This is an optimization exercise on Yosys and OpenROAD, whose aim is small area and a short achievable clock period, not a production implementation. The RTL was checked by simulation tests, not by an equivalence proof against the original design. The clock input has no modelled driver; a real chip could not lean on it and would need a root buffer or a full tree.

==> inputs of job 2639 <==
Design mini_cnn, start of the top module:
module mini_cnn (
    input         clk,
    input         reset,
    input  [7:0]  pxl_in,
    input  [7:0]  k00, k01, k02,
    input  [7:0]  k10, k11, k12,
    input  [7:0]  k20, k21, k22,
    input  [15:0] w0, w1, w2, w3,
    input  [15:0] bias,
    output [15:0] pool_out,
    output [15:0] fc_out,
    output reg    out_valid
);
clock: 13.0 ns
lec_check: 0
cap_margin: 50
core_margin: 2
core_utilization: 80
cts_buf_list: sky130_fd_sc_hd__clkbuf_8 sky130_fd_sc_hd__clkbuf_16
cts_cluster_diameter: 60
cts_cluster_size: 30
slew_margin: 70
synth_hierarchical: 1
synth_minimum_keep_size: 0
standard.sh (not shown) runs the stock make flow with config.mk's settings and CLKGATE_MAP_FILE= SYNTH_SCRIPT=/design/flow/synth_recipe.tcl, a recipe that flattens the netlist after the stock synthesis.
==> flow/flow/run.sh <==
#!/bin/bash
# The standard ORFS layout with these changes:
#  - port buffers are the smallest buffer (buf_1),
#  - clock tree synthesis with clkbuf_8 buffers, clusters of at most 16 sinks,
#    and without dummy loads,
#  - after clock tree synthesis the tree's root buffer is removed, so the clock
#    port drives the tree's first-level buffers directly (flow/noroot.tcl), and
#    if there are two of them, each is split in two, so that the port drives
#    four buffers, each driving the nearer half of the leaf buffers; these
#    first-level buffers are then clkbuf_16 (flow/split.tcl),
#  - the multiplier operand flops get drive strength 2 (flow/upsize.tcl),
#  - the output port buffers get drive strength 2 (flow/outbuf.tcl).
# Each tool's output goes to its own log here.
set -uo pipefail
bash standard.sh synth > synth.log 2>&1 || exit 1
CTS="-sink_clustering_enable -repair_clock_nets -sink_clustering_size 16 -sink_clustering_max_diameter 50"
CTS="$CTS -buf_list {sky130_fd_sc_hd__clkbuf_8} -dont_use_dummy_load"
bash standard.sh "BUFFER_PORTS_ARGS=-buffer_cell sky130_fd_sc_hd__buf_1" \
  "CTS_ARGS=$CTS" "POST_CTS_TCL=$PWD/flow/post_cts.tcl" finish > layout.log 2>&1 || exit 1
==> flow/flow/post_cts.tcl <==
# Run after clock tree synthesis (ORFS POST_CTS_TCL hook).
set here [file dirname [info script]]
source $here/noroot.tcl
source $here/split.tcl
source $here/upsize.tcl
source $here/outbuf.tcl
==> flow/flow/upsize.tcl <==
set n 0
foreach c [get_cells -quiet {pa* ka*}] {
  if {[get_property [get_lib_cells -of_objects $c] name] eq "sky130_fd_sc_hd__dfxtp_1"} {
    replace_cell $c sky130_fd_sc_hd__dfxtp_2
    incr n
  }
}
puts "upsize: $n stage-A flops to dfxtp_2"
if {$n > 0} {
  detailed_placement
  estimate_parasitics -placement
}
Other scripts of this flow, unchanged in this note and not shown: flow/flow/noroot.tcl, flow/flow/outbuf.tcl, flow/flow/split.tcl
==> job 7144: changes against job 2639 <==
--- a/flow/config.mk
+++ b/flow/config.mk
@@ -9,3 +9,3 @@
 export CORE_MARGIN = 2
-export CORE_UTILIZATION = 80
+export CORE_UTILIZATION = 65
 export CTS_BUF_LIST = sky130_fd_sc_hd__clkbuf_8 sky130_fd_sc_hd__clkbuf_16
==> job 818: changes against job 2639 <==
--- a/flow/flow/run.sh
+++ b/flow/flow/run.sh
@@ -11,3 +11,4 @@
 #  - the multiplier operand flops get drive strength 2 (flow/upsize.tcl),
-#  - the output port buffers get drive strength 2 (flow/outbuf.tcl).
+#  - the output port buffers get drive strength 2 (flow/outbuf.tcl),
+#  - the fast adders' majority gates are maj3_1 (flow/downsize.tcl).
 # Each tool's output goes to its own log here.
@@ -15,3 +16,3 @@
 bash standard.sh synth > synth.log 2>&1 || exit 1
-CTS="-sink_clustering_enable -repair_clock_nets -sink_clustering_size 16 -sink_clustering_max_diameter 50"
+CTS="-sink_clustering_enable -repair_clock_nets -sink_clustering_size 16 -sink_clustering_max_diameter 60"
 CTS="$CTS -buf_list {sky130_fd_sc_hd__clkbuf_8} -dont_use_dummy_load"
==> flow/flow/downsize.tcl (new file) <==
# The fast adders' majority gates were modelled (gen/gen.py) as maj3_1; synthesis
# maps the one-gate module to maj3_2. Use maj3_1.
set n 0
foreach inst [[ord::get_db_block] getInsts] {
  if {[[$inst getMaster] getName] eq "sky130_fd_sc_hd__maj3_2"} {
    replace_cell [get_cells [$inst getName]] sky130_fd_sc_hd__maj3_1
    incr n
  }
}
puts "downsize: $n maj3_2 to maj3_1"
if {$n > 0} { detailed_placement; estimate_parasitics -placement }
--- a/flow/flow/post_cts.tcl
+++ b/flow/flow/post_cts.tcl
@@ -6 +6,2 @@
 source $here/outbuf.tcl
+source $here/downsize.tcl
==> flow/flow/upsize.tcl (replaced) <==
set n 0
foreach c [get_cells -quiet {pa* ka* dsh* wd* grp_first*}] {
  if {[get_property [get_lib_cells -of_objects $c] name] eq "sky130_fd_sc_hd__dfxtp_1"} {
    replace_cell $c sky130_fd_sc_hd__dfxtp_2
    incr n
  }
}
puts "upsize: $n flops to dfxtp_2"
if {$n > 0} {
  detailed_placement
  estimate_parasitics -placement
}
--- a/flow/config.mk
+++ b/flow/config.mk
@@ -9,3 +9,3 @@
 export CORE_MARGIN = 2
-export CORE_UTILIZATION = 80
+export CORE_UTILIZATION = 65
 export CTS_BUF_LIST = sky130_fd_sc_hd__clkbuf_8 sky130_fd_sc_hd__clkbuf_16
==> reports/results.ini <==
[finish]
nNetsFinal = 2253
final_core_util_pct = 71.4
post_route_cells_drive_above_1_share_pct = 16.0
antennaDiodeCount = 2

[grt]
grtUsageMet3_pct = 4.81

[outcome]
run_status = finished clean

[critical_path]
cp.depth = 1

[sta]
fmax_mhz = 282
fin_crit_sh_pct = 27.3

[routing]
post_drt_wl_per_cell_um = 18.6

That was job 7144.
==> reports/results.ini <==
[power]
power_uw = 5110
p_leak_uw = 0.00729

[sta]
fin_crit_sh_pct = 27.4
skew_ns = 0.0646
layout_setup_ws_ns = 9.44
fmax_mhz = 281

[critical_path]
critPathMaxStageDelay_ns = 0.49
cp.depth = 9

[grt]
antenna_found_initial = 1

[min_path]
hold_start = sr[3][2]

[finish]
final_core_util_pct = 70.9
dominant-cell-class = multi-input gates
post_route_cells_drive_above_1_share_pct = 11.0

[outcome]
run_status = finished clean

[routing]
num_vias = 13200
post_drt_wl_per_cell_um = 18.6

[floorplanning]
tapCellCount = 378

That was job 818.
==> reports/results.ini <==
[outcome]
run_status = finished clean

[grt]
grt_pass1_wl_um = 76600
grtUsageMet3_pct = 11.9

[finish]
final_core_util_pct = 87.6
nNetsFinal = 2254
post_route_cells_drive_above_1_share_pct = 16.0

[power]
p_comb_uw = 3580

[sta]
fin_crit_sh_pct = 27.9

[routing]
drc = 0
post_drt_wl_per_cell_um = 22.4

[critical_path]
cp.depth = 11
critPathBufInv = 0

[yosys]
synth_fp_nets = 2110

That was job 2639.

[what the ideal ports hide]
No port has a modelled driver above. Below, the same layouts with a new extraction and two added sets of constraints. Step 1 (the two cells are an assumption about what drives the block):
set clk [get_ports {clk}]
set_driving_cell -lib_cell sky130_fd_sc_hd__clkbuf_16 $clk
set_driving_cell -lib_cell sky130_fd_sc_hd__buf_2 [delete_from_list [all_inputs] $clk]
Step 2 adds t to the input delays and takes it off the output delays; t is the mean of the earliest and latest rising clock arrival at the registers after step 1. Input paths then give back, and output paths get back, about the clock's delay inside the block. a / b / c = ideal ports / drivers / drivers and shift; a / b = the first two.
| run | t, ns | setup WS [ns] | hold WS [ns] | worst setup path after step 2 | worst data-port slew with drivers (ns) |
|---|---|---|---|---|---|
| job 2639 | 0.412 | 9.370 / 9.263 / 9.330 | 0.326 / 0.326 / 0.326 | input to register | 0.10 |
| job 7144 | 0.407 | 9.456 / 9.351 / 9.403 | 0.300 / 0.300 / 0.300 | input to register | 0.09 |
| job 818 | 0.404 | 9.439 / 9.346 / 9.407 | 0.302 / 0.302 / 0.302 | input to register | 0.08 |
After both steps setup and hold are still met in every run listed. The setup slack of job 7144, which loses most, moves by -0.105 ns with the drivers and by -0.053 ns with both steps.
